What follows belongs to an exercise in optimizing a design on an open flow for small area; a production flow would make more cautious choices. Only simulation tests tie the RTL to the original design; equivalence was not proved. Power is estimated from default activity; no workload was simulated.

Setup of job 101:
==> module timebase, before the edit <==
module timebase (
    input  wire clock,
    input  wire rst,       
    input  wire rst_n,     
    input  wire first,     
    output wire pulse,     
    output reg  blink,     
    output wire intclock,  
    output wire dstep,     
    output wire [2:0] q    
);
    localparam [14:0] P15 = 15'b010101010101010;
    reg [14:0] sd;
    wire sd_low0 = (sd[13:0] == P15[13:0]);            
    always @(posedge clock) begin
        if (rst) sd <= P15;                             
        else     sd <= {~sd[13:0], ~(sd[14] ^ sd[13]) ^ sd_low0};
    end
    assign pulse = sd_low0 & ~sd[14] & ~first;
    localparam [14:0] BL_J = 15'd8486;
    localparam [14:0] BL_T = 15'd4251;
    localparam [14:0] BL_R = BL_T ^ P15;
    reg [14:0] bl;
    wire bl_hit = (bl[0] == BL_R[0]) & (bl[1] == BL_R[1]) & (bl[2] == BL_R[2]) &
                  (bl[3] == BL_R[3]) & (bl[5] == BL_R[5]) & (bl[6] == BL_R[6]) &
                  (bl[7] == BL_R[7]) & (bl[8] == BL_R[8]) & (bl[10] == BL_R[10]) &
                  (bl[12] == BL_R[12]) & (bl[14] == BL_R[14]);
    always @(posedge clock) begin
        if (rst) bl <= BL_J ^ P15;
        else     bl <= {~bl[13:0], bl[14] ^ bl[3]} ^ {10'd0, bl_hit, 4'd0};
    end
    always @(posedge clock) begin
        if (rst)         blink <= 1'b0;
        else if (bl_hit) blink <= ~blink;
    end
    reg [3:0] c15;
    reg       h;
    reg [2:0] dq;
    reg [3:0] c11;
    wire z = (c15 == 4'b1010);                          
    always @(posedge clock) begin
        if (rst) c15 <= 4'b1010;
        else     c15 <= {~c15[2:0], c15[3] ^ c15[2]};
    end
    reg [2:0] dq_next;
    always @(*) begin
        case (dq)
            3'b000:  dq_next = 3'b001;
            3'b001:  dq_next = 3'b110;
            3'b110:  dq_next = 3'b010;
            3'b010:  dq_next = 3'b011;
            3'b011:  dq_next = 3'b111;
            3'b111:  dq_next = 3'b100;
            3'b100:  dq_next = 3'b101;
            default: dq_next = 3'b000;
        endcase
    end
    always @(posedge clock) begin
        if (rst) begin
            h   <= 1'b0;
            dq  <= 3'b000;
            c11 <= 4'd0;
        end else if (z) begin
            h   <= ~h;
            if (h) dq <= dq_next;
            c11 <= (c11[3] & c11[1]) ? 4'd0 : c11 + 4'd1;
        end
    end
    assign intclock = h ^ c11[0] ^ ((c11 == 4'd0) & ~z);
    assign dstep = z & h;
    assign q = dq;
endmodule
==> module dspl_drv, before the edit <==
module dspl_drv (
    input  wire clock,
    input  wire disp_rst,
    input  wire dstep,
    input  wire [2:0] q,
    input  wire blink,
    input  wire [1:0] md,    
    input  wire [5:0] es, mi,
    input  wire [4:0] hr,
    output wire [7:0] an,
    output wire [7:0] dec_ddp
);
    wire [1:0] f = q[2:1];
    wire       t = q[0];
    reg  [5:0] fv;
    always @(*) begin
        case (f)
            2'b00:   fv = es;
            2'b01:   fv = mi;
            2'b10:   fv = {1'b0, hr};
            default: fv = 6'd0;
        endcase
    end
    wire [2:0] fv_t = (fv >= 6'd50) ? 3'd5 : (fv >= 6'd40) ? 3'd4 : (fv >= 6'd30) ? 3'd3 :
                      (fv >= 6'd20) ? 3'd2 : (fv >= 6'd10) ? 3'd1 : 3'd0;
    wire [5:0] fv_u = fv - {fv_t, 3'b000} - {1'b0, fv_t, 1'b0};
    wire [3:0] dig = t ? {1'b0, fv_t} : fv_u[3:0];
    wire fen = blink | (md != f);
    reg [3:0] sel;
    reg       en;
    always @(posedge clock or posedge disp_rst) begin
        if (disp_rst) begin
            sel  <= 4'd12;
            en   <= 1'b0;
        end else if (dstep) begin
            sel  <= dig;
            en   <= fen;
        end
    end
    assign an[0] = ~(en & (q == 3'b001));
    assign an[1] = ~(en & (q == 3'b110));
    assign an[2] = 1'b1;
    assign an[3] = ~(en & (q == 3'b011));
    assign an[4] = ~(en & (q == 3'b111));
    assign an[5] = 1'b1;
    assign an[6] = ~(en & (q == 3'b101));
    assign an[7] = ~(en & (q == 3'b000));
    reg [6:0] seg;
    always @(*) begin
        case (sel)
            4'd1: seg = 7'b1001111;
            4'd2: seg = 7'b0010010;
            4'd3: seg = 7'b0000110;
            4'd4: seg = 7'b1001100;
            4'd5: seg = 7'b0100100;
            4'd6: seg = 7'b0100000;
            4'd7: seg = 7'b0001111;
            4'd8: seg = 7'b0000000;
            4'd9: seg = 7'b0000100;
            default: seg = 7'b0000001;    
        endcase
    end
    assign dec_ddp = {seg, ~(sel[3] & sel[2])};
endmodule
Settings: LEC_CHECK=0, ABC_AREA=1, CAP_MARGIN=20, CORE_MARGIN=2, CORE_UTILIZATION=40, CTS_BUF_LIST=sky130_fd_sc_hd__clkbuf_8, SLEW_MARGIN=20; clock period 10.0 ns.
standard.sh (not shown) runs the stock make flow with config.mk's settings and CLKGATE_MAP_FILE= SYNTH_SCRIPT=/design/flow/synth_recipe.tcl, a recipe that flattens the netlist after the stock synthesis.
==> flow/flow/run.sh <==
#!/bin/bash
# Own layout flow:
#  1. the standard synthesis (standard.sh synth), unchanged;
#  2. the combinational logic between the registers is mapped again with
#     several area-oriented ABC scripts (abc_scripts.txt, one per line); every
#     register instance (name and cell) is kept. The smallest result that
#     Yosys proves equivalent to the standard netlist is used (if none is
#     proved, the standard netlist is used);
#  3. the standard layout (standard.sh finish) on that netlist, with the
#     port buffers made of buf_1 cells.
# Each tool writes its full output to a log file of its own here.
set -uo pipefail
W=$(pwd)
F=$W/flow
R=$W/orfs/results/$FLOW_PLATFORM/clock_top/base
LIB=$FLOW_HOME/platforms/$FLOW_PLATFORM/lib/sky130_fd_sc_hd__tt_025C_1v80.lib

bash standard.sh synth > $W/log_1_synth.log 2>&1 || exit 1
cp $R/1_2_yosys.v $W/std_netlist.v

python3 $F/gen_cells.py $LIB $W/cells_comb.v $W/cells_seq.v > $W/log_2_cells.log 2>&1

DU="-dont_use sky130_fd_sc_hd__probe_p_8 -dont_use sky130_fd_sc_hd__probec_p_8 -dont_use sky130_fd_sc_hd__lpflow_*"
i=0
while IFS= read -r line; do
  [[ -z "$line" ]] && continue
  i=$((i+1))
  echo "$line" | tr ';' '\n' > $W/reopt_$i.abc
  cat > $W/reopt_$i.ys <<EOF
read_liberty -lib $LIB
read_verilog $W/std_netlist.v
hierarchy -top $FLOW_TOP
techmap -map $W/cells_comb.v
opt_clean
techmap
opt -purge
abc -liberty $LIB $DU -script $W/reopt_$i.abc
opt_clean -purge
hilomap -singleton -hicell sky130_fd_sc_hd__conb_1 HI -locell sky130_fd_sc_hd__conb_1 LO
splitnets
opt_clean -purge
tee -o $W/reopt_$i.stat stat -liberty $LIB
write_verilog -noattr -nohex -nodec $W/reopt_$i.v
EOF
  timeout 300 yosys -s $W/reopt_$i.ys > $W/log_3_reopt_$i.log 2>&1 &
done < $F/abc_scripts.txt
wait

# candidates, smallest first
for f in $W/reopt_*.stat; do
  a=$(awk '/Chip area/ {print $NF}' $f)
  [[ -n "$a" ]] && echo "$a ${f%.stat}.v"
done | sort -g > $W/log_4_candidates.log

choice=""
while read -r a v; do
  [[ -s $v ]] || continue
  cat > $W/equiv.ys <<EOF
read_verilog $W/cells_comb.v
read_verilog $W/cells_seq.v
read_verilog $W/std_netlist.v
rename $FLOW_TOP gold
read_verilog $v
rename $FLOW_TOP gate
proc
flatten gold gate
opt_clean
async2sync
equiv_make gold gate eq
equiv_simple -seq 2 eq
equiv_induct eq
equiv_status -assert eq
EOF
  if timeout 600 yosys -s $W/equiv.ys > $W/log_5_equiv_$(basename $v .v).log 2>&1; then
    choice=$v
    break
  fi
done < $W/log_4_candidates.log

if [[ -n "$choice" ]]; then
  echo "using $choice (proved equivalent)" > $W/log_5_choice.log
  cp $choice $R/1_2_yosys.v
  rm -f $R/1_synth.odb $R/1_synth.sdc
else
  echo "no re-mapped netlist proved equivalent; using the standard one" > $W/log_5_choice.log
fi

bash standard.sh "BUFFER_PORTS_ARGS=-buffer_cell sky130_fd_sc_hd__buf_1" "CTS_ARGS=-sink_clustering_enable -repair_clock_nets -buf_list sky130_fd_sc_hd__clkbuf_8 -dont_use_dummy_load" finish > $W/log_6_layout.log 2>&1
Other scripts of this flow, unchanged in this note and not shown: flow/flow/abc_scripts.txt, flow/flow/gen_cells.py
--- input diff job 101..job 102 ---
diff --git a/flow/design.v b/flow/design.v
--- a/flow/design.v
+++ b/flow/design.v
@@ -30,23 +30,21 @@
     output wire [2:0] q    
 );
-    localparam [14:0] P15 = 15'b010101010101010;
     reg [14:0] sd;
-    wire sd_low0 = (sd[13:0] == P15[13:0]);            
-    always @(posedge clock) begin
-        if (rst) sd <= P15;                             
-        else     sd <= {~sd[13:0], ~(sd[14] ^ sd[13]) ^ sd_low0};
+    wire sd_low0 = ~|sd[13:0];
+    always @(posedge clock or negedge rst_n) begin
+        if (!rst_n) sd <= 15'd0;
+        else        sd <= {sd[13:0], sd[14] ^ sd[13] ^ sd_low0};
     end
     assign pulse = sd_low0 & ~sd[14] & ~first;
     localparam [14:0] BL_J = 15'd8486;
     localparam [14:0] BL_T = 15'd4251;
-    localparam [14:0] BL_R = BL_T ^ P15;
     reg [14:0] bl;
-    wire bl_hit = (bl[0] == BL_R[0]) & (bl[1] == BL_R[1]) & (bl[2] == BL_R[2]) &
-                  (bl[3] == BL_R[3]) & (bl[5] == BL_R[5]) & (bl[6] == BL_R[6]) &
-                  (bl[7] == BL_R[7]) & (bl[8] == BL_R[8]) & (bl[10] == BL_R[10]) &
-                  (bl[12] == BL_R[12]) & (bl[14] == BL_R[14]);
-    always @(posedge clock) begin
-        if (rst) bl <= BL_J ^ P15;
-        else     bl <= {~bl[13:0], bl[14] ^ bl[3]} ^ {10'd0, bl_hit, 4'd0};
+    wire bl_hit = (bl[0] == BL_T[0]) & (bl[1] == BL_T[1]) & (bl[2] == BL_T[2]) &
+                  (bl[3] == BL_T[3]) & (bl[5] == BL_T[5]) & (bl[6] == BL_T[6]) &
+                  (bl[7] == BL_T[7]) & (bl[8] == BL_T[8]) & (bl[10] == BL_T[10]) &
+                  (bl[12] == BL_T[12]) & (bl[14] == BL_T[14]);
+    always @(posedge clock or negedge rst_n) begin
+        if (!rst_n) bl <= BL_J;
+        else        bl <= {bl[13:0], ~(bl[14] ^ bl[3])} ^ {10'd0, bl_hit, 4'd0};
     end
     always @(posedge clock) begin
@@ -58,8 +56,8 @@
     reg [2:0] dq;
     reg [3:0] c11;
-    wire z = (c15 == 4'b1010);                          
-    always @(posedge clock) begin
-        if (rst) c15 <= 4'b1010;
-        else     c15 <= {~c15[2:0], c15[3] ^ c15[2]};
+    wire z = ~|c15;
+    always @(posedge clock or negedge rst_n) begin
+        if (!rst_n) c15 <= 4'd0;
+        else        c15 <= {c15[2:0], ~(c15[3] ^ c15[2])};
     end
     reg [2:0] dq_next;
@@ -188,5 +186,5 @@
     always @(posedge clock or posedge disp_rst) begin
         if (disp_rst) begin
-            sel  <= 4'd12;
+            sel  <= 4'd15;
             en   <= 1'b0;
         end else if (dstep) begin
@@ -215,5 +213,5 @@
             4'd8: seg = 7'b0000000;
             4'd9: seg = 7'b0000100;
-            default: seg = 7'b0000001;    
+            default: seg = 7'b0000001;
         endcase
     end
Notes after the runs:
~same vertical die dimension in job 102 and job 101. On share of power burned in registers, job 102 and job 101 are basically level. Clock-cell share of area across job 102 and job 101: no real change. Job 101 -> job 102: switching component of the power flat. The count of filler cells inserted in the layout in job 102 was higher than what job 101 gave. The final cell count reported for job 102 is smaller than that of job 101 by about 6%. As of job 102, design area had risen slightly compared to job 101. The worst setup path startpoint comes out u_tb.sd[9]$_DFF_PN0_ in one run and u_tb.sd[13]$_SDFF_PN1_ in the other, namely in job 102 and job 101 respectively. Cell-internal power of job 102 exceeds that of job 101 slightly. Looking at most common library cell in the layout ignoring fill and taps, the dfxtp_1 result is from job 101; the clkinv_1 one comes from job 102. On relative contribution of combinational cells to total power, job 102 and job 101 are basically level. Compared with job 101, in job 102 overall routed net length decreased by about 4% relative to the old numbers, post-synthesis instance area rose about 0.6%, critical path depth went down, setup slack after layout fell by 0.52 ns.

-- what the ideal ports hide --
The results above use ideal ports. As a check the final layouts listed here were re-extracted and re-timed, cells and wires unchanged. Step 1, drivers: a clkbuf_16 drives clock and a buf_2 each remaining input, both assumed. Step 2 times the ports against the registers' clock, not the clock port: input delays grow and output delays shrink by t, the midpoint of the rising clock arrivals with the driver on. Three values: no drivers, after step 1, after step 2; two values: the first two.
run	t (ns)	setup slack, ns	worst setup path after step 2
job 101	0.376	5.454 / 5.454 / 5.454	register to register
job 102	0.366	4.935 / 4.935 / 4.935	register to register
After both steps every run listed still meets setup and hold.
